Context: an optimization exercise on an open-source flow, tuned for small area, a short achievable clock period and few clock cycles per item. The choices shown serve that exercise and are no tape-out recipe. The RTL was checked by simulation tests, not by an equivalence proof against the original design. No driver is modelled on the clock port, so clocking that relies on it looks cheaper here than on a real chip. No activity file was given, so power comes from the tool's default toggle rates.

## main
module main(
    input clk, rst, start,
    input [3:0] ip,
    output reg [59:0] ans,
    output reg finish
    );
Size: roughly 130 flip-flops, roughly 68 I/O pins, about 6700 um^2 of cells after synthesis.
export LEC_CHECK = 0
export ABC_AREA = 1
export CAP_MARGIN = 20
export CORE_MARGIN = 2
export CORE_UTILIZATION = 65
export CTS_BUF_LIST = sky130_fd_sc_hd__clkbuf_8
export CTS_CLUSTER_DIAMETER = 100
export CTS_CLUSTER_SIZE = 30
export PLACE_DENSITY = 0.75
export SLEW_MARGIN = 20
create_clock -name core_clock -period 25.0 [get_ports {clk}]
standard.sh (not shown) runs the stock make flow with config.mk's settings and CLKGATE_MAP_FILE= SYNTH_SCRIPT=/design/flow/synth_recipe.tcl, a recipe that flattens the netlist after the stock synthesis.
==> flow/flow/run.sh <==
#!/bin/bash
# The standard layout (standard.sh) with these changes:
# - plain buf_1 cells as the port buffers;
# - buffers that Yosys/ABC put in the netlist are removed at floorplan
#   (repair_design adds back what slew and load need);
# - clock tree made by flow/mcts.tcl instead of TritonCTS: the clock port
#   drives one clkbuf_16, which drives one buffer per group of nearby
#   flip-flops;
# - logic cells that synthesis sized up set back to their smallest size
#   (flow/downsize.tcl), and the flip-flops that drive the outputs one size
#   up (flow/upsize_out.tcl);
# - the timing repair after global routing aimed at its worst path, past
#   the 25 ns constraint (the constraint itself is unchanged).
# Each step's full log is in orfs/logs/; standard.sh's own output goes to
# standard_cts.log and standard.log here.
set -euo pipefail
export BUFFER_PORTS_ARGS="-buffer_cell sky130_fd_sc_hd__buf_1"
export REMOVE_ABC_BUFFERS=1
export MCTS_GROUPS=6
export MCTS_LEAF=sky130_fd_sc_hd__clkbuf_16
export PRE_CTS_TCL="$PWD/flow/mcts.tcl"
export PRE_RESIZE_TCL="$PWD/flow/pre_resize.tcl"
bash standard.sh cts > standard_cts.log 2>&1
export SETUP_SLACK_MARGIN=19.1
export TNS_END_PERCENT=0
bash standard.sh > standard.log 2>&1
==> flow/flow/downsize.tcl <==
# Hook run before the resize step: logic cells that synthesis sized up are
# set back to the smallest cell with the same function; the repair steps
# that follow size up again where slew, load or timing need it.
set n 0
set saved 0.0
foreach inst [get_cells *] {
  set ref [get_property $inst ref_name]
  if {![regexp {^(sky130_fd_sc_hd__(\w+?))_(\d+)$} $ref -> stem base drv]} { continue }
  if {[regexp {^(df|edf|sdf|dl|clk|buf|tap|fill|decap|conb|dly)} $base]} { continue }
  set best $ref
  set barea [get_property [get_lib_cells */$ref] area]
  foreach lc [get_lib_cells */${stem}_*] {
    set nm [get_name $lc]
    if {![regexp "^${stem}_\\d+\$" $nm]} { continue }
    set a [get_property $lc area]
    if {$a < $barea} { set best $nm; set barea $a }
  }
  if {$best ne $ref} {
    set saved [expr {$saved + [get_property [get_lib_cells */$ref] area] - $barea}]
    replace_cell $inst $best
    incr n
  }
}
puts "downsize: $n cells, [format %.1f $saved] um2"
==> flow/flow/mcts.tcl <==
# Hand-made clock tree: the clock port drives one clkbuf_16, which drives
# one buffer per group of nearby flip-flops (groups from k-means on the
# flip-flops' placed locations).
proc mcts_build { ngroups leafbuf } {
  set block [ord::get_db_block]
  set clknet [$block findNet clk]
  set sinks {}
  foreach it [$clknet getITerms] {
    if {[[$it getMTerm] getName] == "CLK"} { lappend sinks $it }
  }
  set pts {}
  foreach it $sinks {
    set inst [$it getInst]
    set b [$inst getBBox]
    lappend pts [list [expr {([$b xMin] + [$b xMax]) / 2}] [expr {([$b yMin] + [$b yMax]) / 2}]]
  }
  set n [llength $pts]
  # k-means, seeded with points spread along the sorted order
  set order [lsort -integer -index 0 [lmap p $pts {lindex $p 0}]]
  set cent {}
  set sorted [lsort -real -index 0 $pts]
  for {set g 0} {$g < $ngroups} {incr g} {
    lappend cent [lindex $sorted [expr {int(($g + 0.5) * $n / $ngroups)}]]
  }
  for {set iter 0} {$iter < 30} {incr iter} {
    set asg {}
    foreach p $pts {
      set best 0; set bd 1e30
      for {set g 0} {$g < $ngroups} {incr g} {
        set c [lindex $cent $g]
        set dd [expr {abs([lindex $p 0] - [lindex $c 0]) + abs([lindex $p 1] - [lindex $c 1])}]
        if {$dd < $bd} { set bd $dd; set best $g }
      }
      lappend asg $best
    }
    set newc {}
    for {set g 0} {$g < $ngroups} {incr g} {
      set sx 0; set sy 0; set k 0
      foreach p $pts a $asg { if {$a == $g} { incr sx [lindex $p 0]; incr sy [lindex $p 1]; incr k } }
      if {$k == 0} { lappend newc [lindex $cent $g] } else { lappend newc [list [expr {$sx / $k}] [expr {$sy / $k}]] }
    }
    set cent $newc
  }
  set master16 [[ord::get_db] findMaster sky130_fd_sc_hd__clkbuf_16]
  set master8 [[ord::get_db] findMaster $leafbuf]
  set rootnet [odb::dbNet_create $block clknet_root]
  $rootnet setSigType CLOCK
  set root [odb::dbInst_create $block $master16 clkbuf_root]
  set rx 0; set ry 0
  foreach c $cent { incr rx [lindex $c 0]; incr ry [lindex $c 1] }
  $root setLocation [expr {$rx / $ngroups}] [expr {$ry / $ngroups}]
  $root setPlacementStatus PLACED
  [$root findITerm A] connect $clknet
  [$root findITerm X] connect $rootnet
  for {set g 0} {$g < $ngroups} {incr g} {
    set net [odb::dbNet_create $block clknet_leaf_$g]
    $net setSigType CLOCK
    set buf [odb::dbInst_create $block $master8 clkbuf_leaf_$g]
    set c [lindex $cent $g]
    $buf setLocation [lindex $c 0] [lindex $c 1]
    $buf setPlacementStatus PLACED
    [$buf findITerm A] connect $rootnet
    [$buf findITerm X] connect $net
    foreach it $sinks a $asg {
      if {$a == $g} { $it disconnect; $it connect $net }
    }
  }
  puts "mcts: $n sinks in $ngroups groups"
}

# Run as the PRE_CTS hook: build the tree, then have TritonCTS leave its
# nets alone (the clock port's net now has a single sink and is skipped).
mcts_build $::env(MCTS_GROUPS) $::env(MCTS_LEAF)
set mcts_nets {clknet_root}
for {set g 0} {$g < $::env(MCTS_GROUPS)} {incr g} { lappend mcts_nets clknet_leaf_$g }
set_cts_config -skip_nets $mcts_nets
==> flow/flow/pre_resize.tcl <==
source [file dirname [info script]]/downsize.tcl
source [file dirname [info script]]/upsize_out.tcl
Other scripts of this flow, unchanged in this note and not shown: flow/flow/upsize_out.tcl
Testbench counts at the start, summed over its fixed seeds: cycles 19,584, lines 192.
Then changed:
Settings changed: PLACE_DENSITY 0.75 to not set.
Power is unchanged; via count does not change; clock skew is unchanged; setup slack stays the same; wire length is unchanged; clock power hardly moves; final area does not change.
Then changed:
--- a/flow/flow/run.sh
+++ b/flow/flow/run.sh
@@ -8,5 +8,3 @@
 #   flip-flops;
-# - logic cells that synthesis sized up set back to their smallest size
-#   (flow/downsize.tcl), and the flip-flops that drive the outputs one size
-#   up (flow/upsize_out.tcl);
+# - the flip-flops that drive the outputs one size up (flow/upsize_out.tcl);
 # - the timing repair after global routing aimed at its worst path, past
@@ -18,6 +16,6 @@
 export REMOVE_ABC_BUFFERS=1
-export MCTS_GROUPS=6
-export MCTS_LEAF=sky130_fd_sc_hd__clkbuf_16
+export MCTS_GROUPS=${MCTS_GROUPS:-6}
+export MCTS_LEAF=${MCTS_LEAF:-sky130_fd_sc_hd__clkbuf_16}
 export PRE_CTS_TCL="$PWD/flow/mcts.tcl"
-export PRE_RESIZE_TCL="$PWD/flow/pre_resize.tcl"
+export PRE_RESIZE_TCL="$PWD/flow/upsize_out.tcl"
 bash standard.sh cts > standard_cts.log 2>&1
Settings changed: CORE_UTILIZATION 65 to 40.
removed: flow/flow/downsize.tcl
removed: flow/flow/pre_resize.tcl
Wire length is higher by 3.2%.
Utilization goes down by 27 points.
Sequential power stays flat.
Power increases by 1.4%.
First-iteration DRC count is lower by 18%.

* * *

Setup of indigo:
Another version of the RTL of main (not shown whole).
Size: ~910 cells after synthesis, about 68 I/O pins, ~7100 um^2 of cells after synthesis.
==> flow/config.mk <==
export PLATFORM = sky130hd
export DESIGN_NAME = main
export DESIGN_NICKNAME = main
export VERILOG_FILES = /design/flow/design.v
export SDC_FILE = /design/flow/constraint.sdc
export NUM_CORES = 4
export LEC_CHECK = 0
export ABC_AREA = 1
export CAP_MARGIN = 20
export CORE_MARGIN = 2
export CORE_UTILIZATION = 40
export CTS_BUF_LIST = sky130_fd_sc_hd__clkbuf_8
export CTS_CLUSTER_DIAMETER = 100
export CTS_CLUSTER_SIZE = 30
export SLEW_MARGIN = 20
==> flow/constraint.sdc <==
create_clock -name core_clock -period 25.0 [get_ports {clk}]
set_input_delay 5.0000 -clock core_clock [delete_from_list [all_inputs] [get_ports {clk}]]
set_output_delay 5.0000 -clock core_clock [all_outputs]
set_load 0.01 [all_outputs]
==> flow/flow/run.sh <==
#!/bin/bash
# Standard layout, with plain buffers on the ports.
set -euo pipefail
export BUFFER_PORTS_ARGS="-buffer_cell sky130_fd_sc_hd__buf_1"
export SETUP_SLACK_MARGIN=19.0
bash standard.sh > standard.log 2>&1
Testbench counts of indigo, summed over its fixed seeds: cycles 19,584, lines 192.
[inputs] garnet vs indigo
- a change of CORE_UTILIZATION from 40 to 60
--- a/flow/flow/run.sh
+++ b/flow/flow/run.sh
@@ -4,3 +4,2 @@
 export BUFFER_PORTS_ARGS="-buffer_cell sky130_fd_sc_hd__buf_1"
-export SETUP_SLACK_MARGIN=19.0
 bash standard.sh > standard.log 2>&1
==> results.txt <==
- garnet | stages: all done | timing, DRC, antenna: all pass
- [garnet] wire length of the first global-routing pass fell 1.1% relative to indigo
- Setup slack of the worst register-to-register path came out lower on garnet than on indigo.
- Going from indigo to garnet, routed length on met1 shrinks by 8.3%.
- In the tables for indigo and garnet, setup slack at placement reads higher with garnet.
- Compared with indigo, garnet shows a fill cell instance count of the final layout that is 760 lower.
--- input diff garnet..tundra ---
- CORE_UTILIZATION now 40, was 60
--- a/flow/flow/run.sh
+++ b/flow/flow/run.sh
@@ -4,2 +4,3 @@
 export BUFFER_PORTS_ARGS="-buffer_cell sky130_fd_sc_hd__buf_1"
+export SETUP_SLACK_MARGIN=19.2
 bash standard.sh > standard.log 2>&1
## What came out
Post-route standard cell area excluding fillers (tundra / garnet): 1.15. Clock latency on the worst-skew pair: garnet vs tundra — no meaningful difference. Proportion of power drawn by the clock network in tundra vs garnet: down 3.9 points. tundra went all the way through the flow, and no timing, DRC or antenna check failed. Re area after synthesis: no difference whatsoever between garnet and tundra. Against garnet, vertical die dimension in tundra rose by more than 10%. Count of clock-buffer cells in the layout delta for tundra relative to garnet: 1 higher. Re synthesized cell count: no difference whatsoever between garnet and tundra.
Modified inputs, zinc compared to tundra
- swapping sky130_fd_sc_hd__clkbuf_8 for sky130_fd_sc_hd__clkbuf_16 in CTS_BUF_LIST
--- a/flow/flow/run.sh
+++ b/flow/flow/run.sh
@@ -4,3 +4,2 @@
 export BUFFER_PORTS_ARGS="-buffer_cell sky130_fd_sc_hd__buf_1"
-export SETUP_SLACK_MARGIN=19.2
 bash standard.sh > standard.log 2>&1
Notes after the runs:
- In summary, zinc completed successfully, with a layout that passed the timing, design-rule and antenna checks.
- Re final worst-path cycle share: zinc and tundra aren't equal, and the higher value belongs to zinc.
- Changes observed in zinc relative to tundra: final area -about 11%; total power +about 15%; maximum net fanout on the critical path +1; routed length on met2 -940 um.
- Comparing zinc and tundra, the higher layout overhead on the synthesized area is on tundra.
- Compared with tundra, zinc shows a met2 usage in global routing that is 2.9 points lower.
## Diff of input files: fjord against zinc
- a change of CTS_BUF_LIST from sky130_fd_sc_hd__clkbuf_16 to sky130_fd_sc_hd__clkbuf_8
[summary]
- zinc: flow completed, timing, DRC and antenna clean
- fjord completed every stage of the flow, and the final layout passed the timing, design-rule and antenna checks.
- Data arrival time of the worst path ends up higher on fjord.
- fjord vs. zinc: measured slew at the worst slew-check pin went down by 0.015 ns.
- The higher number of clock buffers in the layout of fjord and zinc is in fjord.
- Delta (fjord minus zinc): tap cell instance count did not really move, portion of the layout cell area used by non-clock buffers did not really move, total vias in the final route went up.
- zinc has a higher cell area after layout than fjord.
- Row total chip power: fjord lower / zinc higher
- Worst path setup slack after routing in fjord vs zinc: down 0.034 ns
Input changes introduced in cedar (baseline for comparison: fjord):
- ABC_AREA no longer set, was 1
- cedar vs. fjord: post-placement setup slack lost 0.47 ns; effective utilization at floorplan lost 0.22 points; clock network power picked up an extra about 5%; non-clock buffer count picked up an extra 5.6%; clock tree skew after final layout picked up an extra 0.0071 ns.
- cedar can be clocked slower than fjord.
- Looking at total vias in the final route, cedar sits below fjord.
- Of cedar and fjord, it is cedar that has the higher number of DRC violations after detailed-routing iteration 0.
- cedar ends up with a cell area after synthesis that is 5.0% lower than in fjord.
- Compared with fjord, cedar shows per-instance average area after synthesis higher by 1.9 um^2.
- Of the two values seen for most common cell after layout, fill and taps aside, dfxtp_1 was produced by cedar and nand2_1 by fjord.

-- what the ideal ports hide --
How much do the figures lean on ideal ports? The routed layouts below were timed once more, with nothing changed but the port constraints.
Step 1 assumes that a clkbuf_16 drives the clock port and a buf_2 every other input.
Step 2 also shifts input and output timing later by t, the mid clock arrival at the registers, as if the neighbouring blocks saw the same clock.
a / b / c = ideal ports / drivers / drivers and shift; a / b = the first two.
run | shift t [ns] | slack for setup (ns) | worst register clock-pin slew, ns | worst data-port slew with drivers (ns) | pins driven straight from the clock port
the first run of note 1 | 0.384 | 19.084 / 19.043 / 18.793 | 0.09 / 0.09 | 0.03 | 1
the second run of note 1 | 0.384 | 19.084 / 19.043 / 18.793 | 0.09 / 0.09 | 0.03 | 1
the third run of note 1 | 0.395 | 19.092 / 19.048 / 18.882 | 0.10 / 0.10 | 0.04 | 1
indigo | 0.493 | 19.035 / 18.996 / 18.655 | 0.08 / 0.08 | 0.03 | 1
garnet | 0.492 | 18.837 / 18.800 / 18.604 | 0.08 / 0.08 | 0.03 | 1
tundra | 0.492 | 19.056 / 19.017 / 18.788 | 0.08 / 0.08 | 0.04 | 1
zinc | 0.473 | 18.914 / 18.867 / 18.709 | 0.06 / 0.06 | 0.04 | 1
fjord | 0.491 | 18.880 / 18.842 / 18.722 | 0.08 / 0.08 | 0.04 | 1
cedar | 0.480 | 18.051 / 18.051 / 18.051 | 0.08 / 0.08 | 0.04 | 1
After both steps every run listed still meets setup and hold. The setup slack of indigo, which loses most, moves by -0.039 ns with the drivers and by -0.380 ns with both steps.
